This design comes from an exercise in tuning for small area and a short achievable clock period on the open sky130 flow, not from production work. The RTL was checked by simulation tests, not by an equivalence proof against the original design. No activity file was given, so power comes from the tool's default toggle rates.

## flow/design.v (module list and top-level ports; edited modules follow where they fit)
// module mux4_1: 20 lines
// module pc: 17 lines
// module fifo_ifq: 57 lines
// module i_cache: 21 lines
// module ifq: 92 lines
// module decoder: 23 lines
// module imm_gen: 17 lines
// module addr_calc: 31 lines
// module tag_fifo: 34 lines
// module rst: 49 lines
// module register_file: 29 lines
// module pkg_dispatch: 118 lines
// module dispatcher: 168 lines
// module queue: 108 lines
// module integer_issue_queue: 118 lines
// module mem_issue_queue: 77 lines
// module issue_unit: 58 lines
// module ALU: 29 lines
// module ALU_control: 49 lines
// module int_exec_unit: 48 lines
// module memory_master: 67 lines
// module single_port_ram: 23 lines
// module mem_exec_unit: 60 lines
// module mult_exec_unit: 53 lines
// module div_exec_unit: 105 lines
// module cdb_logic: 53 lines
// module risc_v_superscalar: 251 lines
module risc_v_superscalar(
	input logic clk,
	input logic rst,
	output logic [27:0]  imem_line_addr,	 
	input  logic [127:0] imem_line,		 
	output logic [31:0]  cdb_data,
	output logic [5:0]   cdb_tag,
	output logic         cdb_valid,
	output logic         cdb_branch,
	output logic         cdb_branch_taken
);
  // ...
==> flow/run.sh <==
#!/bin/bash
# synth_recipe.tcl (not shown) runs the flow's synth.tcl, then flattens the netlist and writes it again
# the make line also repeats each setting of config.mk as NAME=value (left out here)
make -C /OpenROAD-flow-scripts/flow DESIGN_CONFIG=/design/flow/config.mk WORK_HOME=/design/flow/orfs CLKGATE_MAP_FILE= SYNTH_SCRIPT=/design/flow/synth_recipe.tcl finish
==> flow/config.mk <==
export PLATFORM = sky130hd
export DESIGN_NAME = risc_v_superscalar
export DESIGN_NICKNAME = risc_v_superscalar
export VERILOG_FILES = /design/flow/design.v
export SDC_FILE = /design/flow/constraint.sdc
export NUM_CORES = 8
export LEC_CHECK = 0
export CAP_MARGIN = 20
export CORE_MARGIN = 2
export CORE_UTILIZATION = 35
export PLACE_DENSITY = 0.6
export SLEW_MARGIN = 20
==> flow/constraint.sdc <==
create_clock -name core_clock -period 95.0 [get_ports {clk}]
set_input_delay 19.0000 -clock core_clock [delete_from_list [all_inputs] [get_ports {clk}]]
set_output_delay 19.0000 -clock core_clock [all_outputs]
set_load 0.01 [all_outputs]
==> impl_metrics.toml, run 1 <==
[die]
die_width_um = 958
row_count = 350
core_area_um2 = 907000

[worst_setup_path]
crit_end = "div_exec_unit_instance.cdb_div_aux1[9]"
path_delay_family = "compound AO/OA/AOI/OAI gates"
path_buf_inv = 21
worst_path_max_delay_cell = "or4_1"
critPathLaunch = "div_queue_instance.slots[175]"
required_ps = 96060

[timing]
worst_slew_pin_slew_ps = 1380
final.setup.worst_slack_ps = 7200
tns_ps = 0
setup_violations = 0
finClkSkew_ps = 128

[outcome]
status = "complete, no violations"

[synthesis]
syn-cell-area_um2 = 318000
async_flop_share_pct = 100

[placed_design]
gp_congestion = 0.999
post-place-ws_ps = 3390

[power_and_ir_drop]
combPwrFrac_pct = 13.5
comb_power_mw = 0.757

[grt]
grtUsageTotal_pct = 32.8
grt.met2_usage_pct = 46.2

[cts]
cts_sinks = 5250
cts_buffers = 591
htree_levels = 6

[layout]
buf_share_pct = 4.29
==> module risc_v_superscalar, before the edit <==
module risc_v_superscalar(
	input logic clk,
	input logic rst,
	output logic [27:0]  imem_line_addr,	 
	input  logic [127:0] imem_line,		 
	output logic [31:0]  cdb_data,
	output logic [5:0]   cdb_tag,
	output logic         cdb_valid,
	output logic         cdb_branch,
	output logic         cdb_branch_taken
);
logic [31:0]       PC_in;			 
logic              rd_en_o;		 
logic 				 abort;			 
logic [127:0] 		 D_out;			 
logic              d_out_valid;	 
logic [31:0]       PC_out;			 
logic              rd_en;			 
logic [31:0]       Jmp_branch_address;		 
logic              jmp_branch_valid;		 
logic [31:0]       Instr;			 
logic              empty;			 
logic              branch_nt_next_inst;
logic              branch_signal;
logic					 en_div_dispatch;		 
logic 				 en_mult_dispatch;	 
logic 				 en_store_load_dispatch; 		 
logic 				 en_int_dispatch;		 
riscv_pkg::int_queue_data 	 dispatcher_2_int_queue;		 
riscv_pkg::lw_sw_queue_data 	 dispatcher_2_lw_sw_queue;		 
riscv_pkg::queue_data			 dispatcher_2_mult_or_div;		 
logic 				 int_queue_full;					 
logic 				 mult_queue_full;					 
logic 				 div_queue_full;	             
logic              mem_queue_full;               
riscv_pkg::cdb_bus 				CDB_Bus_w;		 
riscv_pkg::cdb_bus           CDB_Int_exec_w; 
riscv_pkg::cdb_bus           CDB_Mem_exec_w; 
riscv_pkg::cdb_bus           CDB_Mult_exec_w; 
riscv_pkg::cdb_bus           CDB_div_exec_w;  
logic [3:0]			ALU_Opcode;
riscv_pkg::int_issue_data_exec_unit int_data_queue_2_exec_unit;
riscv_pkg::int_data_exec_unit mult_data_queue_2_exec_unit;
riscv_pkg::int_data_exec_unit div_data_queue_2_exec_unit;
riscv_pkg::mem_data_exec_unit mem_data_queue_2_exec_unit;
logic             div_exec_unit_busy_w;
i_cache #(.DATA_WIDTH(32), .CACHE_LINE_WIDTH(128), .CACHE_DEPTH(64)) i_cache_instance (
	.PC_in({PC_in[31:4],4'b0}), 
   .line_in(imem_line),
   .rd_en(rd_en_o),
   .abort(abort),
   .D_out(D_out),
   .d_out_valid(d_out_valid)
);
ifq #(.DATA_WIDTH(32), .CACHE_LINE_WIDTH(128), .FIFO_DEPTH(4)) ifq_instance (
	.clk(clk),
   .rst(rst),
   .D_out(D_out),
   .d_out_valid(d_out_valid),
   .rd_en(rd_en),
   .Jmp_branch_address(Jmp_branch_address),
   .jmp_branch_valid(jmp_branch_valid),
   .branch_nt_next_inst(branch_nt_next_inst),
	.branch_signal(branch_signal),
   .PC_in(PC_in),
	.PC_out(PC_out),
   .Instr(Instr),
   .rd_en_o(rd_en_o),
   .abort(abort),
   .empty(empty)
);
dispatcher dispatcher_instance(
	.clk(clk),
	.rst(rst),
	.ifetch_pc_plus_four(PC_out),
	.ifetch_instruction(Instr),
	.ifetch_empty_flag(empty),
	.dispatch_jmp_branch_addr(Jmp_branch_address),
	.dispatch_jump_branch(jmp_branch_valid),
	.dispatch_ren(rd_en),	 
	.cdb_tag(CDB_Bus_w.cdb_tag),
	.cdb_valid(CDB_Bus_w.cdb_valid),
	.cdb_data(CDB_Bus_w.cdb_data),
	.cdb_branch(CDB_Bus_w.cdb_branch),
	.cdb_branch_taken(CDB_Bus_w.cdb_branch_taken),  
	.en_div_dispatch(en_div_dispatch),
	.en_mult_dispatch(en_mult_dispatch),
	.en_store_load_dispatch(en_store_load_dispatch),
	.en_int_dispatch(en_int_dispatch),
	.dispatcher_2_int_queue(dispatcher_2_int_queue),
	.dispatcher_2_lw_sw_queue(dispatcher_2_lw_sw_queue),
	.dispatcher_2_mult_or_div(dispatcher_2_mult_or_div),
   .branch_nt_next_inst(branch_nt_next_inst),	
   .branch_signal(branch_signal),
	.issueque_int_full(int_queue_full),
	.issueque_mem_full(mem_queue_full),
	.issueque_mult_full(mult_queue_full),
	.issueque_div_full(div_queue_full)
);
integer_issue_queue #(.DEPTH(4)) integer_queue_instance (
	.clk(clk),
	.reset(rst),
   .dispatch_enable(en_int_dispatch),   
   .dispatch_rs_data(dispatcher_2_int_queue.common_data.rs1_data),
   .dispatch_rs_tag(dispatcher_2_int_queue.common_data.rs1_tag),
   .dispatch_rs_data_val(dispatcher_2_int_queue.common_data.rs1_data_valid),
   .dispatch_rt_data(dispatcher_2_int_queue.common_data.rs2_data),
   .dispatch_rt_tag(dispatcher_2_int_queue.common_data.rs2_tag),
   .dispatch_rt_data_val(dispatcher_2_int_queue.common_data.rs2_data_valid),
   .dispatch_opcode(dispatcher_2_int_queue.opcode),
   .dispatch_func3(dispatcher_2_int_queue.func3),
   .dispatch_func7(dispatcher_2_int_queue.func7),
   .dispatch_rd_tag(dispatcher_2_int_queue.common_data.rd_tag),
   .issueque_full(int_queue_full),
   .cdb_tag(CDB_Bus_w.cdb_tag),
   .cdb_data(CDB_Bus_w.cdb_data),
   .cdb_valid(CDB_Bus_w.cdb_valid),
   .issueque_ready(int_data_queue_2_exec_unit.issueque_ready),
   .issueque_rs_data(int_data_queue_2_exec_unit.issueque_rs_data),
   .issueque_rt_data(int_data_queue_2_exec_unit.issueque_rt_data),
   .issueque_rd_tag(int_data_queue_2_exec_unit.issueque_rd_tag),
   .issueque_opcode(int_data_queue_2_exec_unit.issueque_opcode),
   .issueque_funct3(int_data_queue_2_exec_unit.func3),
   .issueque_funct7(int_data_queue_2_exec_unit.func7),
   .issueblk_done(int_data_queue_2_exec_unit.issueblk_done)     
);
queue #(.DEPTH(4)) mult_queue_instance (
	.clk(clk),
	.reset(rst),
   .dispatch_enable(en_mult_dispatch),   
   .dispatch_rs_data(dispatcher_2_mult_or_div.rs1_data),
   .dispatch_rs_tag(dispatcher_2_mult_or_div.rs1_tag),
   .dispatch_rs_data_val(dispatcher_2_mult_or_div.rs1_data_valid),
   .dispatch_rt_data(dispatcher_2_mult_or_div.rs2_data),
   .dispatch_rt_tag(dispatcher_2_mult_or_div.rs2_tag),
   .dispatch_rt_data_val(dispatcher_2_mult_or_div.rs2_data_valid),
   .dispatch_opcode('b0),
   .dispatch_rd_tag(dispatcher_2_mult_or_div.rd_tag),
   .issueque_full(mult_queue_full),
   .cdb_tag(CDB_Bus_w.cdb_tag),
   .cdb_data(CDB_Bus_w.cdb_data),
   .cdb_valid(CDB_Bus_w.cdb_valid),
   .issueque_ready(mult_data_queue_2_exec_unit.issueque_ready),
   .issueque_rs_data(mult_data_queue_2_exec_unit.issueque_rs_data),
   .issueque_rt_data(mult_data_queue_2_exec_unit.issueque_rt_data),
   .issueque_rd_tag(mult_data_queue_2_exec_unit.issueque_rd_tag),
   .issueque_opcode(mult_data_queue_2_exec_unit.issueque_opcode),
   .issueblk_done(mult_data_queue_2_exec_unit.issueblk_done)     
);
queue #(.DEPTH(4)) div_queue_instance (
	.clk(clk),
	.reset(rst),
   .dispatch_enable(en_div_dispatch),   
   .dispatch_rs_data(dispatcher_2_mult_or_div.rs1_data),
   .dispatch_rs_tag(dispatcher_2_mult_or_div.rs1_tag),
   .dispatch_rs_data_val(dispatcher_2_mult_or_div.rs1_data_valid),
   .dispatch_rt_data(dispatcher_2_mult_or_div.rs2_data),
   .dispatch_rt_tag(dispatcher_2_mult_or_div.rs2_tag),
   .dispatch_rt_data_val(dispatcher_2_mult_or_div.rs2_data_valid),
   .dispatch_opcode('b0),
   .dispatch_rd_tag(dispatcher_2_mult_or_div.rd_tag),
   .issueque_full(div_queue_full),
   .cdb_tag(CDB_Bus_w.cdb_tag),
   .cdb_data(CDB_Bus_w.cdb_data),
   .cdb_valid(CDB_Bus_w.cdb_valid),
   .issueque_ready(div_data_queue_2_exec_unit.issueque_ready),
   .issueque_rs_data(div_data_queue_2_exec_unit.issueque_rs_data),
   .issueque_rt_data(div_data_queue_2_exec_unit.issueque_rt_data),
   .issueque_rd_tag(div_data_queue_2_exec_unit.issueque_rd_tag),
   .issueque_opcode(div_data_queue_2_exec_unit.issueque_opcode),
   .issueblk_done(div_data_queue_2_exec_unit.issueblk_done)     
);
mem_issue_queue #(.DEPTH(4)) mem_queue_instance (
   .clk(clk),
   .reset(rst),
    .dispatch_enable(en_store_load_dispatch),
	 .pkg_dispatch_lw_sw(dispatcher_2_lw_sw_queue),
    .issueque_full(mem_queue_full),
   .cdb_tag(CDB_Bus_w.cdb_tag),
   .cdb_data(CDB_Bus_w.cdb_data),
   .cdb_valid(CDB_Bus_w.cdb_valid),
   .issueque_ready(mem_data_queue_2_exec_unit.issueque_ready),
   .issueque_rs_data(mem_data_queue_2_exec_unit.issueque_rs_data),
   .issueque_rt_data(mem_data_queue_2_exec_unit.issueque_rt_data),
   .issueque_imm(mem_data_queue_2_exec_unit.issueque_imm),
   .issueque_rd_tag(mem_data_queue_2_exec_unit.issueque_rd_tag),
   .issueque_opcode(mem_data_queue_2_exec_unit.issueque_opcode),
   .issueblk_done(mem_data_queue_2_exec_unit.issueblk_done)     
);
issue_unit issue_unit_instance(
   .clk(clk),
   .rst(rst),
    .ready_int(int_data_queue_2_exec_unit.issueque_ready),
    .ready_mult(mult_data_queue_2_exec_unit.issueque_ready),
    .ready_div(div_data_queue_2_exec_unit.issueque_ready),
    .ready_mem(mem_data_queue_2_exec_unit.issueque_ready),
    .div_exec_ready(div_exec_unit_busy_w),
    .issue_int(int_data_queue_2_exec_unit.issueblk_done),
    .issue_mult(mult_data_queue_2_exec_unit.issueblk_done),
    .issue_div(div_data_queue_2_exec_unit.issueblk_done),
    .issue_mem(mem_data_queue_2_exec_unit.issueblk_done)
);
int_exec_unit int_exec_unit_instance(
   .issue_int(int_data_queue_2_exec_unit.issueblk_done),
	.Opcode(int_data_queue_2_exec_unit.issueque_opcode),
	.Funct3(int_data_queue_2_exec_unit.func3),
   .Funct7(int_data_queue_2_exec_unit.func7),
	.RS1(int_data_queue_2_exec_unit.issueque_rs_data), 
   .RS2(int_data_queue_2_exec_unit.issueque_rt_data),
	.RD_Tag(int_data_queue_2_exec_unit.issueque_rd_tag),
	.cdb_int_unit(CDB_Int_exec_w)	
);	 
mem_exec_unit mem_exec_unit_instance(
   .mem_data_exec_unit(mem_data_queue_2_exec_unit),
   .clk(clk),
   .rst(rst),
   .cdb_mem_unit(CDB_Mem_exec_w)	
);
mult_exec_unit mult_exec_unit_instance(
   .clk(clk),
   .rst(rst),
   .mult_data_exec_unit(mult_data_queue_2_exec_unit),
   .cdb_mult_unit(CDB_Mult_exec_w)	 
);
div_exec_unit div_exec_unit_instance(
   .clk(clk),
   .rst(rst),
   .div_data_exec_unit(div_data_queue_2_exec_unit),
   .cdb_div_unit(CDB_div_exec_w),
   .div_exec_unit_busy(div_exec_unit_busy_w)	 
);
cdb_logic cdb_logic_feedback_instance(
   .clk(clk),
	.rst(rst),
   .issue_int(int_data_queue_2_exec_unit.issueblk_done),
   .issue_mult(mult_data_queue_2_exec_unit.issueblk_done),
   .issue_div(div_data_queue_2_exec_unit.issueblk_done),
   .issue_mem(mem_data_queue_2_exec_unit.issueblk_done),
   .CDB_Int(CDB_Int_exec_w),
   .CDB_Mem(CDB_Mem_exec_w),
   .CDB_Mult(CDB_Mult_exec_w),
   .CDB_Div(CDB_div_exec_w),
   .CDB_output(CDB_Bus_w)  	
);
assign imem_line_addr   = PC_in[31:4];
assign cdb_data         = CDB_Bus_w.cdb_data;
assign cdb_tag          = CDB_Bus_w.cdb_tag;
assign cdb_valid        = CDB_Bus_w.cdb_valid;
assign cdb_branch       = CDB_Bus_w.cdb_branch;
assign cdb_branch_taken = CDB_Bus_w.cdb_branch_taken;
endmodule
==> run 2, diff against run 1 <==
==> flow/design.v (replaced) <==
package riscv_pkg;
typedef enum bit[6:0]{ 
    R_TYPE = 7'b0110011, 
    I_TYPE = 7'b0010011, 
    S_TYPE = 7'b0100011,
    B_TYPE = 7'b1100011, 
    J_TYPE = 7'b1101111, 
    U_TYPE = 7'b0010111, 
    JALR   = 7'b1100111,
    LW     = 7'b0000011,
    LUI    = 7'b0110111
} Opcode_enum;
typedef struct packed {
   logic [31:0] rs1_data;  
   logic [31:0] rs2_data;  
   logic rs1_data_valid;   
   logic rs2_data_valid;  
   logic [5:0] rs1_tag;    
   logic [5:0] rs2_tag;   
   logic [5:0] rd_tag;     
} queue_data;
typedef struct packed {
   queue_data common_data;
   logic [6:0] opcode;
   logic [2:0] func3;
   logic [6:0] func7;
} int_queue_data;
typedef struct packed {
	queue_data common_data;
	logic [31:0] imm;
	logic load_or_store_signal;
	logic [2:0] func3;
} lw_sw_queue_data;
typedef struct packed {
   logic [31:0]  cdb_data;
   logic [5:0]   cdb_tag;
   logic         cdb_valid;
   logic         cdb_branch;
   logic         cdb_branch_taken;
} cdb_bus;
typedef struct packed {
    logic          issueque_ready;
    logic [31:0]   issueque_rs_data;
    logic [31:0]   issueque_rt_data;
    logic [5:0]    issueque_rd_tag;
    logic [6:0]    issueque_opcode;
    logic [2:0]    func3;
    logic [6:0]    func7;
    logic          issueblk_done;     
} int_issue_data_exec_unit;
typedef struct packed {
    logic          issueque_ready;
    logic [31:0]   issueque_rs_data;
    logic [31:0]   issueque_rt_data;
    logic [5:0]    issueque_rd_tag;
    logic [2:0]    issueque_opcode;
    logic          issueblk_done;     
} int_data_exec_unit;
typedef struct packed {
   logic        valid;
   logic [2:0]  opcode;
   logic [5:0]  rd_tag;
   logic [5:0]  rs_tag;
   logic [31:0] rs_data;
   logic        rs_val;
   logic [5:0]  rt_tag;
   logic [31:0] rt_data;
   logic        rt_val;
} entry_issue_queue_t;
typedef struct packed {
   logic        valid;
   logic [6:0]  opcode;
   logic [2:0]  func3;
   logic [6:0]  func7;
   logic [5:0]  rd_tag;
   logic [5:0]  rs_tag;
   logic [31:0] rs_data;
   logic        rs_val;
   logic [5:0]  rt_tag;
   logic [31:0] rt_data;
   logic        rt_val;
} entry_int_issue_queue_t;
typedef struct packed {
   logic        valid;
   lw_sw_queue_data lw_sw_data;
} entry_issue_mem_queue_t;
typedef struct packed {
    logic          issueque_ready;
    logic [31:0]   issueque_rs_data;
    logic [31:0]   issueque_imm;
    logic [31:0]   issueque_rt_data;
    logic [5:0]    issueque_rd_tag;
    logic     		 issueque_opcode;
    logic          issueblk_done;     
} mem_data_exec_unit;
endpackage
module sq #(
    parameter int OPW = 4
) (
    input  logic           clk,
    input  logic           rst_q,       
    input  logic           ins,         
    input  logic [OPW-1:0] n_op,
    input  logic [5:0]     n_rd,
    input  logic           n_v1,
    input  logic [31:0]    n_d1,
    input  logic           n_v2,
    input  logic [31:0]    n_d2,
    input  logic           cdb_valid,
    input  logic [5:0]     cdb_tag,
    input  logic [31:0]    cdb_data,
    input  logic           issue,       
    output logic           ready_c,
    output logic           full,
    output logic           ready_n,
    output logic [OPW-1:0] op_n,
    output logic [5:0]     rd_n,
    output logic [31:0]    a_n,
    output logic [31:0]    b_n
);
logic [3:0]            v, ve, vw, vp, vn;
logic [3:0][OPW-1:0]   op, opp, opn;
logic [3:0][5:0]       rd, rdp, rdn;
logic [3:0]            v1, v2, v1w, v2w, v1p, v2p, v1n, v2n;
logic [3:0][31:0]      d1, d2, d1w, d2w, d1p, d2p, d1n, d2n;
logic [3:0]            rdy, rdyn;
logic [1:0]            sel, seln;
assign ve = rst_q ? 4'b0 : v;
always_comb begin
    for (int i = 0; i < 4; i++)
        rdy[i] = ve[i] & v1[i] & v2[i];
    sel = 2'd0;
    for (int i = 0; i < 4; i++)
        if (rdy[i]) sel = i[1:0];
end
assign ready_c = |rdy;
assign full    = (&ve) & ~issue;
always_comb begin
    for (int i = 0; i < 4; i++) begin
        v1w[i] = v1[i];
        d1w[i] = d1[i];
        v2w[i] = v2[i];
        d2w[i] = d2[i];
        if (cdb_valid && !v1[i] && d1[i][5:0] == cdb_tag) begin
            v1w[i] = 1'b1;
            d1w[i] = cdb_data;
        end
        if (cdb_valid && !v2[i] && d2[i][5:0] == cdb_tag) begin
            v2w[i] = 1'b1;
            d2w[i] = cdb_data;
        end
    end
    vw = ve;
    vp = vw; opp = op; rdp = rd; v1p = v1w; v2p = v2w; d1p = d1w; d2p = d2w;
    if (issue) begin
        for (int i = 0; i < 3; i++) begin
            if (i >= sel) begin
                vp[i] = vw[i+1]; opp[i] = op[i+1]; rdp[i] = rd[i+1];
                v1p[i] = v1w[i+1]; v2p[i] = v2w[i+1]; d1p[i] = d1w[i+1]; d2p[i] = d2w[i+1];
            end
        end
        vp[3] = 1'b0;
    end
    vn = vp; opn = opp; rdn = rdp; v1n = v1p; v2n = v2p; d1n = d1p; d2n = d2p;
    if (ins && !full) begin
        for (int i = 1; i < 4; i++) begin
            vn[i] = vp[i-1]; opn[i] = opp[i-1]; rdn[i] = rdp[i-1];
            v1n[i] = v1p[i-1]; v2n[i] = v2p[i-1]; d1n[i] = d1p[i-1]; d2n[i] = d2p[i-1];
        end
        vn[0] = 1'b1; opn[0] = n_op; rdn[0] = n_rd;
        v1n[0] = n_v1; v2n[0] = n_v2; d1n[0] = n_d1; d2n[0] = n_d2;
    end
end
always_ff @(posedge clk) begin
    v <= vn; op <= opn; rd <= rdn; v1 <= v1n; v2 <= v2n; d1 <= d1n; d2 <= d2n;
end
always_comb begin
    for (int i = 0; i < 4; i++)
        rdyn[i] = vn[i] & v1n[i] & v2n[i];
    seln = 2'd0;
    for (int i = 0; i < 4; i++)
        if (rdyn[i]) seln = i[1:0];
end
assign ready_n = |rdyn;
assign op_n    = opn[seln];
assign rd_n    = rdn[seln];
assign a_n     = d1n[seln];
assign b_n     = d2n[seln];
endmodule
module mq (
    input  logic        clk,
    input  logic        rst_q,
    input  logic        ins,
    input  logic        n_st,
    input  logic [5:0]  n_rd,
    input  logic        n_v1,
    input  logic [5:0]  n_t1,
    input  logic [31:0] n_d1,
    input  logic        n_v2,
    input  logic [5:0]  n_t2,
    input  logic [31:0] n_d2,
    input  logic [11:0] n_imm,
    input  logic        cdb_valid,
    input  logic [5:0]  cdb_tag,
    input  logic [31:0] cdb_data,
    input  logic        issue,
    output logic        ready_c,
    output logic        full,
    output logic        ready_n,
    output logic        valid_n,     
    output logic        st_n,
    output logic [5:0]  rd_n,
    output logic [31:0] rs_n,
    output logic [31:0] rt_n,
    output logic [11:0] imm_n
);
logic [3:0]        v, ve, vw, vn, st, stn;
logic [3:0][5:0]   rd, rdn, t1, t1n, t2, t2n;
logic [3:0]        v1, v2, v1w, v2w, v1n, v2n;
logic [3:0][31:0]  d1, d2, d1w, d2w, d1n, d2n;
logic [3:0][11:0]  imm, immn;
logic [1:0]        old, oldn;
assign ve = rst_q ? 4'b0 : v;
always_comb begin
    old = 2'd0;
    for (int i = 0; i < 4; i++)
        if (ve[i]) old = i[1:0];
end
assign ready_c = ve[old] & v1[old] & v2[old];
assign full    = (&ve) & ~issue;
always_comb begin
    for (int i = 0; i < 4; i++) begin
        v1w[i] = v1[i];
        d1w[i] = d1[i];
        v2w[i] = v2[i];
        d2w[i] = d2[i];
        if (cdb_valid && !v1[i] && t1[i] == cdb_tag) begin
            v1w[i] = 1'b1;
            d1w[i] = cdb_data;
        end
        if (cdb_valid && !v2[i] && t2[i] == cdb_tag) begin
            v2w[i] = 1'b1;
            d2w[i] = cdb_data;
        end
    end
    vw = ve;
    if (issue)
        vw[old] = 1'b0;
    vn = vw; stn = st; rdn = rd; t1n = t1; t2n = t2; v1n = v1w; v2n = v2w; d1n = d1w; d2n = d2w; immn = imm;
    if (ins && !full) begin
        for (int i = 1; i < 4; i++) begin
            vn[i] = vw[i-1]; stn[i] = st[i-1]; rdn[i] = rd[i-1]; t1n[i] = t1[i-1]; t2n[i] = t2[i-1];
            v1n[i] = v1w[i-1]; v2n[i] = v2w[i-1]; d1n[i] = d1w[i-1]; d2n[i] = d2w[i-1]; immn[i] = imm[i-1];
        end
        vn[0] = 1'b1; stn[0] = n_st; rdn[0] = n_rd; t1n[0] = n_t1; t2n[0] = n_t2;
        v1n[0] = n_v1; v2n[0] = n_v2; d1n[0] = n_d1; d2n[0] = n_d2; immn[0] = n_imm;
    end
end
always_ff @(posedge clk) begin
    v <= vn; st <= stn; rd <= rdn; t1 <= t1n; t2 <= t2n;
    v1 <= v1n; v2 <= v2n; d1 <= d1n; d2 <= d2n; imm <= immn;
end
always_comb begin
    oldn = 2'd0;
    for (int i = 0; i < 4; i++)
        if (vn[i]) oldn = i[1:0];
end
assign valid_n = |vn;
assign ready_n = vn[oldn] & v1n[oldn] & v2n[oldn];
assign st_n    = stn[oldn];
assign rd_n    = rdn[oldn];
assign rs_n    = d1n[oldn];
assign rt_n    = d2n[oldn];
assign imm_n   = immn[oldn];
endmodule
module mulp (
    input  logic        clk,
    input  logic [31:0] a,
    input  logic [31:0] b,
    input  logic [5:0]  tag,
    output logic [31:0] p,
    output logic [5:0]  pt
);
logic [31:0] ma, mb, p1, p2;
logic [5:0]  mt, t1, t2;
always_ff @(posedge clk) begin
    ma <= a;
    mb <= b;
    mt <= tag;
    p1 <= ma * mb;
    t1 <= mt;
    p2 <= p1;
    t2 <= t1;
    p  <= p2;
    pt <= t2;
end
endmodule
module divp #(
    parameter logic [31:0] BND = (32'd1 << 5) | (32'd1 << 10) | (32'd1 << 15) |
                                 (32'd1 << 19) | (32'd1 << 23) | (32'd1 << 27)
) (
    input  logic        clk,
    input  logic [31:0] a,       
    input  logic [31:0] b,       
    input  logic [5:0]  tag,
    output logic [31:0] q,
    output logic [5:0]  qt
);
logic [31:0] n0, d0;
logic [5:0]  t0;
always_ff @(posedge clk) begin
    n0 <= a;
    d0 <= b;
    t0 <= tag;
end
for (genvar j = 1; j <= 32; j++) begin : st
    logic [j-1:0] rc, ro;        
    logic [31:0]  nqc, nqo;      
    logic [31:0]  dd;            
    logic [31:0]  dout;
    logic [5:0]   tin, tout;
    logic [j-1:0] tt;
    logic         hz, ge;
    logic [31:0]  nqi;
    if (j == 1) begin : first
        assign nqi = n0;
        assign dd  = d0;
        assign tin = t0;
        assign tt  = nqi[31];
    end else begin : next
        assign nqi = st[j-1].nqo;
        assign dd  = st[j-1].dout;
        assign tin = st[j-1].tout;
        assign tt  = {st[j-1].ro, nqi[31]};
    end
    if (j < 32) begin : hzc
        assign hz = ~|dd[31:j];
    end else begin : hzl
        assign hz = 1'b1;
    end
    assign ge  = hz & (tt >= dd[j-1:0]);
    assign rc  = ge ? (tt - dd[j-1:0]) : tt;
    assign nqc = {nqi[30:0], ge};
    if (BND[j-1]) begin : rg
        always_ff @(posedge clk) begin
            ro   <= rc;
            nqo  <= nqc;
            dout <= dd;
            tout <= tin;
        end
    end else begin : cb
        assign ro   = rc;
        assign nqo  = nqc;
        assign dout = dd;
        assign tout = tin;
    end
end
assign q  = st[32].nqo;
assign qt = st[32].tout;
endmodule
module risc_v_superscalar(
	input logic clk,
	input logic rst,
	output logic [27:0]  imem_line_addr,	 
	input  logic [127:0] imem_line,		 
	output logic [31:0]  cdb_data,
	output logic [5:0]   cdb_tag,
	output logic         cdb_valid,
	output logic         cdb_branch,
	output logic         cdb_branch_taken
);
localparam logic [6:0] OP_R    = 7'b0110011;
localparam logic [6:0] OP_I    = 7'b0010011;
localparam logic [6:0] OP_S    = 7'b0100011;
localparam logic [6:0] OP_B    = 7'b1100011;
localparam logic [6:0] OP_J    = 7'b1101111;
localparam logic [6:0] OP_U    = 7'b0010111;
localparam logic [6:0] OP_JALR = 7'b1100111;
localparam logic [6:0] OP_LW   = 7'b0000011;
localparam logic [6:0] OP_LUI  = 7'b0110111;
localparam logic [3:0] A_ADD  = 4'd0;
localparam logic [3:0] A_SUB  = 4'd1;
localparam logic [3:0] A_SLT  = 4'd2;
localparam logic [3:0] A_XOR  = 4'd3;
localparam logic [3:0] A_OR   = 4'd4;
localparam logic [3:0] A_AND  = 4'd5;
localparam logic [3:0] A_SLL  = 4'd6;    
localparam logic [3:0] A_SRL  = 4'd7;
localparam logic [3:0] A_SLLI = 4'd8;    
localparam logic [3:0] A_SRLI = 4'd9;
localparam logic [3:0] A_BEQ  = 4'd10;
localparam logic [3:0] A_BNE  = 4'd11;
localparam logic [3:0] A_BNO  = 4'd12;   
logic rst_q;    
always_ff @(posedge clk)
	rst_q <= rst;
logic [31:0] cq_data, cn_data;
logic [5:0]  cq_tag, cn_tag;
logic        cq_valid, cn_valid, cq_branch, cn_branch, cq_taken, cn_taken;
logic [31:0] pcq, pcq_n;    
always_ff @(posedge clk or posedge rst) begin
	if (rst) begin
		cq_data  <= '0;
		cq_tag   <= '0;
		cq_valid <= 1'b0;
		cq_branch <= 1'b0;
		cq_taken <= 1'b0;
		pcq      <= 32'h400000;
	end else begin
		cq_data  <= cn_data;
		cq_tag   <= cn_tag;
		cq_valid <= cn_valid;
		cq_branch <= cn_branch;
		cq_taken <= cn_taken;
		pcq      <= pcq_n;
	end
end
assign imem_line_addr   = pcq[31:4];
assign cdb_data         = cq_data;
assign cdb_tag          = cq_tag;
assign cdb_valid        = cq_valid;
assign cdb_branch       = cq_branch;
assign cdb_branch_taken = cq_taken;
logic [31:0] pco, pco_e, pco_n;           
logic [2:0]  wpl, wpl_e, wpl_n;           
logic [4:0]  rp, rp_e, rp_n;              
logic [3:0]  fz, fz_e, fz_n;              
logic [3:0][127:0] fm;                    
logic        jmp, jmp_e, jmp_n;           
logic        stall, stall_e, stall_n;     
logic [31:0] tgt, tgt_n;                  
logic [6:0]  tf_rp, tf_rp_e, tf_rp_n, tf_wp, tf_wp_e, tf_wp_n;
logic        tf_aw, tf_aw_e, tf_aw_n;     
logic [63:0][5:0] tf_mem;
logic [31:1] rv, rv_e, rv_n;              
logic [31:1][5:0] rt;
logic [31:1] rfw, rfw_e, rfw_n;           
logic [31:1][31:0] rf;
logic        lru, lru_e, lru_n;
logic [4:1]  mv, mv_e, mv_n;              
logic [7:1]  dv, dv_e, dv_n;              
logic [31:0] ramw, ramw_e, ramw_n;        
logic [31:0][31:0] ram;
logic        we_q, we_e, we_n;            
logic [4:0]  wa_q, wa_n;
logic [31:0] wd_q, wd_n;
assign pco_e   = rst_q ? 32'h400000 : pco;
assign wpl_e   = rst_q ? 3'd0 : wpl;
assign rp_e    = rst_q ? 5'd0 : rp;
assign fz_e    = rst_q ? 4'hf : fz;
assign jmp_e   = ~rst_q & jmp;
assign stall_e = ~rst_q & stall;
assign tf_rp_e = rst_q ? 7'd0 : tf_rp;
assign tf_wp_e = rst_q ? 7'd64 : tf_wp;
assign tf_aw_e = ~rst_q & tf_aw;
assign rv_e    = rst_q ? '0 : rv;
assign rfw_e   = rst_q ? '0 : rfw;
assign lru_e   = rst_q | lru;
assign mv_e    = rst_q ? '0 : mv;
assign dv_e    = rst_q ? '0 : dv;
assign ramw_e  = rst_q ? '0 : ramw;
assign we_e    = ~rst_q & we_q;
always_ff @(posedge clk) begin
	pco   <= pco_n;
	wpl   <= wpl_n;
	rp    <= rp_n;
	fz    <= fz_n;
	jmp   <= jmp_n;
	stall <= stall_n;
	tgt   <= tgt_n;
	tf_rp <= tf_rp_n;
	tf_wp <= tf_wp_n;
	tf_aw <= tf_aw_n;
	rv    <= rv_n;
	rfw   <= rfw_n;
	lru   <= lru_n;
	mv    <= mv_n;
	dv    <= dv_n;
	ramw  <= ramw_n;
	we_q  <= we_n;
	wa_q  <= wa_n;
	wd_q  <= wd_n;
end
logic iq_ins, xq_ins, dq_ins, mq_ins;
logic iq_rc, xq_rc, dq_rc, mq_rc;        
logic iq_full, xq_full, dq_full, mq_full;
logic iq_rn, xq_rn, dq_rn, mq_rn;        
logic is_int, is_mem, is_mult, is_div;   
logic in_int, in_mem, in_mult, in_div;   
logic        full, empty, rd_en, wr;
logic [127:0] line;
logic [1:0]  widx;
logic [31:0] instr, i2d;
assign full  = jmp_e ? 1'b0 : ((wpl_e[1:0] + 2'd1) == rp_e[3:2]);
assign empty = (wpl_e == rp_e[4:2]);
assign rd_en = ~stall_e | ~iq_full | ~mq_full | ~xq_full | ~dq_full;
assign wr    = ~full & rd_en;
assign line  = fz_e[rp_e[3:2]] ? 128'b0 : fm[rp_e[3:2]];
assign widx  = jmp_e ? (rp_e[1:0] + 2'd1) : rp_e[1:0];
assign instr = line[widx*32 +: 32];
assign i2d   = (empty | stall_e) ? 32'b0 : instr;
always_comb begin
	wpl_n = wpl_e;
	fz_n  = fz_e;
	if (jmp_e) begin
		wpl_n = 3'd1;
		fz_n  = 4'b1110;
	end else if (wr) begin
		wpl_n = wpl_e + 3'd1;
		fz_n[wpl_e[1:0]] = 1'b0;
	end
	if (jmp_e)
		rp_n = {3'b000, tgt[3:2]};
	else if (rp_e[4:2] == 3'd0 || (rd_en && !empty))
		rp_n = rp_e + 5'd1;
	else
		rp_n = rp_e;
	pco_n = jmp_e ? tgt : (rd_en ? pco_e + 32'd4 : pco_e);
end
always_ff @(posedge clk) begin
	for (int k = 0; k < 4; k++)
		if (jmp_e ? (k == 0) : (wr && wpl_e[1:0] == k[1:0]))
			fm[k] <= imem_line;
end
logic [6:0]  opc, f7;
logic [4:0]  rd, rs1, rs2;
logic [2:0]  f3;
logic        o_r, o_i, o_s, o_b, o_j, o_u, o_jalr, o_lw, o_lui;
logic        rd_en_dec;
logic [31:0] imm, bj;
assign opc = i2d[6:0];
assign rd  = i2d[11:7];
assign f3  = i2d[14:12];
assign rs1 = i2d[19:15];
assign rs2 = i2d[24:20];
assign f7  = i2d[31:25];
assign o_r    = opc == OP_R;
assign o_i    = opc == OP_I;
assign o_s    = opc == OP_S;
assign o_b    = opc == OP_B;
assign o_j    = opc == OP_J;
assign o_u    = opc == OP_U;
assign o_jalr = opc == OP_JALR;
assign o_lw   = opc == OP_LW;
assign o_lui  = opc == OP_LUI;
assign rd_en_dec = (o_r | o_i | o_u | o_j | o_lw) & (rd != 5'd0);
always_comb begin
	if (o_i | o_jalr | o_lw) imm = {{20{i2d[31]}}, i2d[31:20]};
	else if (o_b)            imm = {{20{i2d[31]}}, i2d[7], i2d[30:25], i2d[11:8], 1'b0};
	else if (o_s)            imm = {{21{i2d[31]}}, i2d[30:25], i2d[11:7]};
	else if (o_j)            imm = {{12{i2d[31]}}, i2d[19:12], i2d[20], i2d[30:21], 1'b0};
	else if (o_u)            imm = {i2d[31:12], 12'b0};
	else                     imm = 32'b0;
end
assign bj = pco_e + imm;
assign jmp_n   = o_j | cq_taken;
assign tgt_n   = (o_b | o_j) ? bj : tgt;
always_comb begin
	if (cq_branch && jmp_e) stall_n = 1'b0;
	else if (o_b)           stall_n = 1'b1;
	else if (cq_branch)     stall_n = 1'b0;
	else                    stall_n = stall_e;
end
assign pcq_n = jmp_n ? tgt_n : (pcq + (full ? 32'd0 : 32'd16));
logic [5:0] tagout;
logic       tf_ow, tf_ff, tf_we;
assign tf_ow  = tf_aw_e | (tf_rp_e[5:0] < tf_wp_e[5:0]);
assign tagout = tf_ow ? tf_mem[tf_rp_e[5:0]] : tf_rp_e[5:0];
assign tf_ff  = (tf_wp_e[5:0] == tf_rp_e[5:0]) & (tf_wp_e[6] ^ tf_rp_e[6]);
assign tf_we  = ~tf_ff & cq_valid;
assign tf_rp_n = tf_rp_e + {6'd0, rd_en_dec};
assign tf_wp_n = tf_wp_e + {6'd0, tf_we};
assign tf_aw_n = tf_aw_e | (tf_we & (tf_wp_e[5:0] == 6'd63));
always_ff @(posedge clk)
	if (tf_we)
		tf_mem[tf_wp_e[5:0]] <= cq_tag;
logic [31:1] hit, hp;
logic        v1, v2;
logic [5:0]  t1, t2;
logic [31:0] r1, r2;
logic        sel1, sel2, val1, val2;
logic [31:0] d1, d2;
always_comb begin
	for (int i = 1; i < 32; i++)
		hit[i] = cq_valid & rv_e[i] & (rt[i] == cq_tag);
	hp = '0;
	for (int i = 1; i < 32; i++)
		if (hit[i]) hp = 31'd1 << (i - 1);
	for (int i = 1; i < 32; i++) begin
		rv_n[i]  = (rd_en_dec && rd == i[4:0]) | (rv_e[i] & ~hp[i]);
		rfw_n[i] = rfw_e[i] | hp[i];
	end
end
always_ff @(posedge clk) begin
	for (int i = 1; i < 32; i++) begin
		if (rd_en_dec && rd == i[4:0])
			rt[i] <= tagout;
		if (hp[i])
			rf[i] <= cq_data;
	end
end
logic [31:0]       rv_x, rfw_x;
logic [31:0][5:0]  rt_x;
logic [31:0][31:0] rf_x;
assign rv_x  = {rv_e, 1'b0};
assign rfw_x = {rfw_e, 1'b0};
assign rt_x  = {rt, 6'd0};
assign rf_x  = {rf, 32'd0};
assign v1 = rv_x[rs1];
assign v2 = rv_x[rs2];
assign t1 = rt_x[rs1];
assign t2 = rt_x[rs2];
assign r1 = rfw_x[rs1] ? rf_x[rs1] : ((rs1 == 5'd2) ? 32'h7fffeffc : 32'd0);
assign r2 = rfw_x[rs2] ? rf_x[rs2] : ((rs2 == 5'd2) ? 32'h7fffeffc : 32'd0);
assign sel1 = cq_valid & v1 & (t1 == cq_tag);
assign sel2 = cq_valid & v2 & (t2 == cq_tag);
assign d1   = sel1 ? cq_data : r1;
assign d2   = sel2 ? cq_data : r2;
assign val1 = ~v1 | sel1;
assign val2 = ~v2 | sel2;
logic [3:0]  aop;
logic [31:0] q1, q2;       
logic        iv2;
logic [31:0] id2;
always_comb begin
	aop = A_ADD;
	if (o_r) begin
		case ({f3, f7})
			10'b000_0100000: aop = A_SUB;
			10'b001_0000000: aop = A_SLL;
			10'b010_0000000: aop = A_SLT;
			10'b011_0000000: aop = A_SLT;
			10'b100_0000000: aop = A_XOR;
			10'b101_0100000: aop = A_SRL;
			10'b101_0000000: aop = A_SRL;
			10'b110_0000000: aop = A_OR;
			10'b111_0000000: aop = A_AND;
			default:         aop = A_ADD;
		endcase
	end else if (o_i) begin
		case (f3)
			3'b010, 3'b011: aop = A_SLT;
			3'b100:         aop = A_XOR;
			3'b110:         aop = A_OR;
			3'b111:         aop = A_AND;
			3'b001:         aop = A_SLLI;
			3'b101:         aop = A_SRLI;
			default:        aop = A_ADD;
		endcase
	end else if (o_b) begin
		case (f3)
			3'b000:  aop = A_BEQ;
			3'b001:  aop = A_BNE;
			default: aop = A_BNO;
		endcase
	end
end
assign q1  = val1 ? d1 : {26'd0, t1};
assign q2  = val2 ? d2 : {26'd0, t2};
assign iv2 = (o_i | o_lui) ? 1'b1 : val2;
assign id2 = (o_i | o_lui) ? imm : q2;
assign iq_ins = o_r ? !((f3 == 3'd4 || f3 == 3'd0) && f7 == 7'd1) : (o_i | o_lui | o_jalr | o_b | o_u);
assign xq_ins = o_r & (f3 == 3'd0) & (f7 == 7'd1);
assign dq_ins = o_r & (f3 == 3'd4) & (f7 == 7'd1);
assign mq_ins = o_lw | o_s;
logic [3:0]  iq_op;
logic [5:0]  iq_rd, xq_rd, dq_rd, mq_rd;
logic [31:0] iq_a, iq_b, xq_a, xq_b, dq_a, dq_b, mq_rs, mq_rt;
logic [11:0] mq_imm;
logic        mq_vn, mq_st;
logic        xq_op_unused, dq_op_unused;
sq #(.OPW(4)) int_q (
	.clk(clk), .rst_q(rst_q), .ins(iq_ins),
	.n_op(aop), .n_rd(tagout), .n_v1(val1), .n_d1(q1), .n_v2(iv2), .n_d2(id2),
	.cdb_valid(cq_valid), .cdb_tag(cq_tag), .cdb_data(cq_data),
	.issue(is_int), .ready_c(iq_rc), .full(iq_full),
	.ready_n(iq_rn), .op_n(iq_op), .rd_n(iq_rd), .a_n(iq_a), .b_n(iq_b)
);
sq #(.OPW(1)) mult_q (
	.clk(clk), .rst_q(rst_q), .ins(xq_ins),
	.n_op(1'b0), .n_rd(tagout), .n_v1(val1), .n_d1(q1), .n_v2(val2), .n_d2(q2),
	.cdb_valid(cq_valid), .cdb_tag(cq_tag), .cdb_data(cq_data),
	.issue(is_mult), .ready_c(xq_rc), .full(xq_full),
	.ready_n(xq_rn), .op_n(xq_op_unused), .rd_n(xq_rd), .a_n(xq_a), .b_n(xq_b)
);
sq #(.OPW(1)) div_queue (
	.clk(clk), .rst_q(rst_q), .ins(dq_ins),
	.n_op(1'b0), .n_rd(tagout), .n_v1(val1), .n_d1(q1), .n_v2(val2), .n_d2(q2),
	.cdb_valid(cq_valid), .cdb_tag(cq_tag), .cdb_data(cq_data),
	.issue(is_div), .ready_c(dq_rc), .full(dq_full),
	.ready_n(dq_rn), .op_n(dq_op_unused), .rd_n(dq_rd), .a_n(dq_a), .b_n(dq_b)
);
mq mem_q (
	.clk(clk), .rst_q(rst_q), .ins(mq_ins),
	.n_st(~o_lw), .n_rd(tagout), .n_v1(val1), .n_t1(t1), .n_d1(d1),
	.n_v2(o_lw | val2), .n_t2(t2), .n_d2(d2), .n_imm(imm[11:0]),
	.cdb_valid(cq_valid), .cdb_tag(cq_tag), .cdb_data(cq_data),
	.issue(is_mem), .ready_c(mq_rc), .full(mq_full),
	.ready_n(mq_rn), .valid_n(mq_vn), .st_n(mq_st), .rd_n(mq_rd),
	.rs_n(mq_rs), .rt_n(mq_rt), .imm_n(mq_imm)
);
always_comb begin
	is_int = 1'b0; is_mem = 1'b0; is_mult = 1'b0; is_div = 1'b0;
	if (dq_rc && !dv_e[7])
		is_div = 1'b1;
	else if (xq_rc && !dv_e[3])
		is_mult = 1'b1;
	else if (!(mv_e[4] | dv_e[7])) begin
		if (iq_rc && (lru_e || !mq_rc))
			is_int = 1'b1;
		else if (mq_rc)
			is_mem = 1'b1;
	end
end
assign lru_n = is_int ? 1'b0 : (is_mem ? 1'b1 : lru_e);
assign mv_n  = {mv_e[3:1], is_mult};
assign dv_n  = {dv_e[6:1], is_div};
always_comb begin
	in_int = 1'b0; in_mem = 1'b0; in_mult = 1'b0; in_div = 1'b0;
	if (dq_rn && !dv_e[6])
		in_div = 1'b1;
	else if (xq_rn && !dv_e[2])
		in_mult = 1'b1;
	else if (!(mv_e[3] | dv_e[6])) begin
		if (iq_rn && (lru_n || !mq_rn))
			in_int = 1'b1;
		else if (mq_rn)
			in_mem = 1'b1;
	end
end
logic [31:0] alu;
logic        beq, btaken;
always_comb begin
	case (iq_op)
		A_SUB:   alu = iq_a - iq_b;
		A_SLT:   alu = {31'd0, (iq_a[31] != iq_b[31]) ? iq_a[31] : (iq_a < iq_b)};
		A_XOR:   alu = iq_a ^ iq_b;
		A_OR:    alu = iq_a | iq_b;
		A_AND:   alu = iq_a & iq_b;
		A_SLL:   alu = (|iq_b[31:5]) ? 32'd0 : (iq_a << iq_b[4:0]);
		A_SRL:   alu = (|iq_b[31:5]) ? 32'd0 : (iq_a >> iq_b[4:0]);
		A_SLLI:  alu = iq_a << iq_b[4:0];
		A_SRLI:  alu = iq_a >> iq_b[4:0];
		default: alu = iq_a + iq_b;
	endcase
end
assign beq    = (iq_a == iq_b);
assign btaken = (iq_op == A_BEQ) ? beq : ((iq_op == A_BNE) ? ~beq : 1'b0);
wire   ibr    = (iq_op == A_BEQ) | (iq_op == A_BNE) | (iq_op == A_BNO);
logic [31:0] maddr;
logic        m_in1, m_gpio, m_stack;
logic [4:0]  ma;
logic [31:0] mdata;
assign maddr   = mq_rs + {{20{mq_imm[11]}}, mq_imm};
assign m_in1   = (maddr >= 32'h10010000) && (maddr < 32'h10040000);
assign m_gpio  = m_in1 && (maddr >= 32'h10010020) && (maddr <= 32'h10010038);
assign m_stack = !m_in1 && (maddr >= 32'h10040000) && (maddr < 32'h7fffeffc);
assign ma      = maddr[6:2] - (m_gpio ? 5'd8 : (m_stack ? 5'd10 : 5'd0));
always_ff @(posedge clk)
	if (we_e)
		ram[wa_q] <= wd_q;
always_comb begin
	ramw_n = ramw_e;
	if (we_e)
		ramw_n[wa_q] = 1'b1;
end
assign we_n = mq_vn & mq_st;
assign wa_n = ma;
assign wd_n = mq_rt;
always_comb begin
	if (we_e && wa_q == ma)
		mdata = wd_q;
	else if (ramw_e[ma])
		mdata = ram[ma];
	else
		mdata = 32'd0;
	if (m_gpio)
		mdata = 32'd0;
end
logic [31:0] mul_res, div_res;
logic [5:0]  mul_t, div_t;
mulp mul_unit (.clk(clk), .a(xq_a), .b(xq_b), .tag(xq_rd), .p(mul_res), .pt(mul_t));
divp div_unit (.clk(clk), .a(dq_a), .b(dq_b), .tag(dq_rd), .q(div_res), .qt(div_t));
always_comb begin
	cn_data = 32'd0; cn_tag = 6'd0; cn_valid = 1'b0; cn_branch = 1'b0; cn_taken = 1'b0;
	if (in_int) begin
		if (ibr) begin
			cn_branch = 1'b1;
			cn_taken  = btaken;
		end else begin
			cn_data  = alu;
			cn_tag   = iq_rd;
			cn_valid = 1'b1;
		end
	end else if (in_mem) begin
		if (!mq_st) begin
			cn_data  = mdata;
			cn_tag   = mq_rd;
			cn_valid = 1'b1;
		end
	end else if (mv_e[3]) begin
		cn_data  = mul_res;
		cn_tag   = mul_t;
		cn_valid = 1'b1;
	end else if (dv_e[6]) begin
		cn_data  = div_res;
		cn_tag   = div_t;
		cn_valid = 1'b1;
	end
end
endmodule
==> run 2 against run 1 <==
Die area down 3.8%. Utilization is 0.67 points lower. Worst setup slack improved by 66000 ps. Clock power is essentially flat. Non-clock buffer count shrank 845. Routed wire length fell by 14%.
==> impl_metrics.toml, run 2 <==
[die]
die-area_um2 = 882000
die_h_um = 939
die_width_um = 939
design.portCount = 199
initial_core_util_pct = 35.1
row_count = 343
core_area_um2 = 872000

[worst_setup_path]
worst_path_max_delay_cell = "clkdlybuf4s50_1"
path_buf_inv = 2
path_delay_family = "buffers and inverters"
cp.arrival_ps = 3180
rrSetupSlack_ps = 74470
required_ps = 76000
r2r-start = "div_unit.st[28].dout[1]"
r2r_cells = 78
cp-end-kind = "output pin"
crit_path_cell_trace = "buf_4 > clkdlybuf4s50_1"
regToRegEndpoint = "cq_data[0]"
cp_max_fo = 14
worstSetupPathType = "reg -> out"
slowest_delay_ps = 950
critPathLaunchType = "flop"

[layout]
drive_gt1_share_pct = 14.6
reg.largest.list = "ram (1024), rf (992), fm (512)"
largest_register_ffs = 1024
layout.nets = 30700
area_growth_pct = 12.1
largest_register = "ram"
final_area_um2 = 343000
seq_area_um2 = 142000
multiInputGateArea_um2 = 153000
layout.cells.non_filler = 41600
fill_cells = 83800
final_cell_mix = "nand2_1, edfxtp_1, dfxtp_1"
layout_commonest_cell = "nand2_1"

[timing]
slew-limit-headroom_pct = 7.73
hold_violations = 0
finalCriticalPeriod_ps = 22180
rsz0062_at_grt = "false"
final.setup.worst_slack_ps = 72820
timing.hold.ws_ps = 300
tns_ps = 0
slew_viol_final = 0
worst_slew_pin_slew_ps = 1380
setup_violations = 0
finClkSkew_ps = 108
fmax_mhz = 45.1
period_share_pct = 23.3

[drt]
drtPass1Iterations = 10
drc = 0
vias = 262000
drtIter0Drc = 38600
ant_nets = 0
routedWlPerCell_um = 32.3
vias_per_cell = 6.30
finalWirelength_um = 1340000

[placed_design]
portBuffers = 198
place_area_um2 = 322000
dpl.cell_count = 40200
gp_congestion = 1.04
hpwl_um = 892000
post-place-ws_ps = 73600

[synthesis]
synthAdderAreaFrac_pct = 6.36
synth_most_common_cell = "nand2_1"
ys_ff_latch = 5468
synthTopCellsByCount = "nand2_1, edfxtp_1, dfxtp_1"
synthCells = 29800
yosysWarnings = 6
synth_ff_type = "edfxtp_1"
synth.avg_cell_area_um2 = 10.3
synth_seq_area_share_pct = 46.2
synth_mux_area_share_pct = 10.5
synth_top_area_share_pct = 30.9
syn-cell-area_um2 = 306000
ys_types = 149
synth_top_family_by_area = "compound AO/OA/AOI/OAI gates"
synth_compound_area_share_pct = 17.9
async_flop_share_pct = 1.26
synth_top_area_cell = "edfxtp_1"
syn_nets = 31200
synth-edff-count = 3150
synthXorXnorAreaFrac_pct = 2.84
synth_top_cells_by_area = "edfxtp_1, dfxtp_1, mux2_2, nand2_1, ha_1"
synth-simple-area-share_pct = 11.6

[cts]
clkLatencyLatePin_ps = 1260
clockRootBuffer = "clkbuf_16"
cts_setup_buffers = 0
cts_buffers = 603
clkTransAtPathRegs_ps = 60
ctsResizeCount = 0
htree_levels = 6
cts_sinks = 5468
ctsHoldBuffers = 0
cts_max_path_buffers = 4
cts_tree = "yes"

[hold_path]
min_from = "mul_unit.p2[25]"
holdPathEnd = "mul_unit.p[25]"
worstHoldPathCells = 0
hp-class = "reg -> reg"

[outcome]
status = "complete, no violations"

[flow_run]
drv_cap = 0

[power_and_ir_drop]
powerDensity_nw_per_um2 = 38.2
leakagePower_nw = 125
vdd_drop_max_mv = 0.0861

[grt]
grt_pass1_vias = 248000
grt_overflow = 0
grtUsageTotal_pct = 28.8
antenna_found_initial = 221
grt_max_degree = 197
grt_pass1_wl_um = 1860000
[run 2: worst register-to-register path, delay by kind of cell, from the launching register on]
family / cells / cell delay [ps]
compound gates: 62 / 15790
fa+ha+maj: 4 / 1220
simple gates: 6 / 1150
buf+inv: 4 / 1140
mux: 2 / 670
flops: 1 / 400
[run 2: worst max-delay path by stage]
stage / startpoint / endpoint / slack [ps] / depth (start not counted)
floorplan: rst_q / ramw[10] / 58760 / 12
global placement: rst / cq_data[2] / 73640 / 3
detailed placement: rst / cq_data[2] / 73600 / 3
CTS: cq_data[4] / cdb_data[4] / 72920 / 2
global route: div_unit.st[28].dout[1] / cq_data[0] / 72670 / 80
finish: cq_data[4] / cdb_data[4] / 72820 / 2
[run 2: area by class of cell]
class                      count  share of cell area (%)
sequential                  5468                    41.2
multi-input combinational  20800                    44.5
inverter                    1283                    1.41
tap                        11600                    4.21
antenna                      246                   0.179
clock buffer                 784                    4.80
timing repair buffer        1095                    2.66
clock inverter               312                    1.05
[run 2: report_power, final]
group | internal (mW) | switching (mW)
combinational | 2.89 | 4.77
clock | 1.35 | 1.07
sequential | 2.81 | 0.233
[run 2: through the flow]
stage | util [%] | power (mW)
2_1_floorplan | - | 8.04
3_3_place_gp | 36.9 | 10.4
3_5_place_dp | 37.0 | 10.5
4_1_cts | 39.3 | 12.9
5_1_grt | 39.3 | 13.8
6_report | 39.4 | 13.1
[run 2: cells by family (layout without fill, tap and decap cells)]
group | count (synthesis) | in the layout
buffers and inverters | 3507 | 3474
adder cells (fa/ha/maj) | 1291 | 1291
multiplexers | 2504 | 2504
XOR/XNOR | 988 | 988
other | 0 | 246
AND/OR/NAND/NOR | 7967 | 7967
AO/OA/AOI/OAI | 8064 | 8064
flip-flops | 5468 | 5468
[run 2: per-layer routing]
| layer | vias to the layer above | global-route usage, % | wire [um] |
|---|---|---|---|
| met5 | - | 0.349 | 1930 |
| met4 | 164 | 21.7 | 121000 |
| met3 | 5049 | 10.5 | 173000 |
| met2 | 17900 | 41.8 | 556000 |
| met1 | 129000 | 34.9 | 490000 |
| li1 | 110000 | - | - |

-- what the ideal ports hide --
How much do the figures lean on ideal ports? The routed layouts below were timed once more, with nothing changed but the port constraints. Step 1 sets driving cells, clkbuf_16 on the clock port and buf_2 on the other inputs (assumed; they add their load-dependent delay and slew). Step 2, shift: input delay + t, output delay - t, t = (earliest + latest rising clock arrival at the registers) / 2. This alone moves slack from input paths to output paths. Slacks: ideal ports / drivers / drivers and shift; pairs: ideal ports / drivers.
run	shift t [ns]	setup WS [ns]	hold WS [ns]
run 1	1.335	7.200 / 7.200 / 7.200	0.327 / 0.327 / 0.327
run 2	1.320	72.821 / 72.713 / 73.526	0.300 / 0.300 / 0.300
After both steps setup and hold are still met in every run listed. Setup slack includes reset recovery checks.
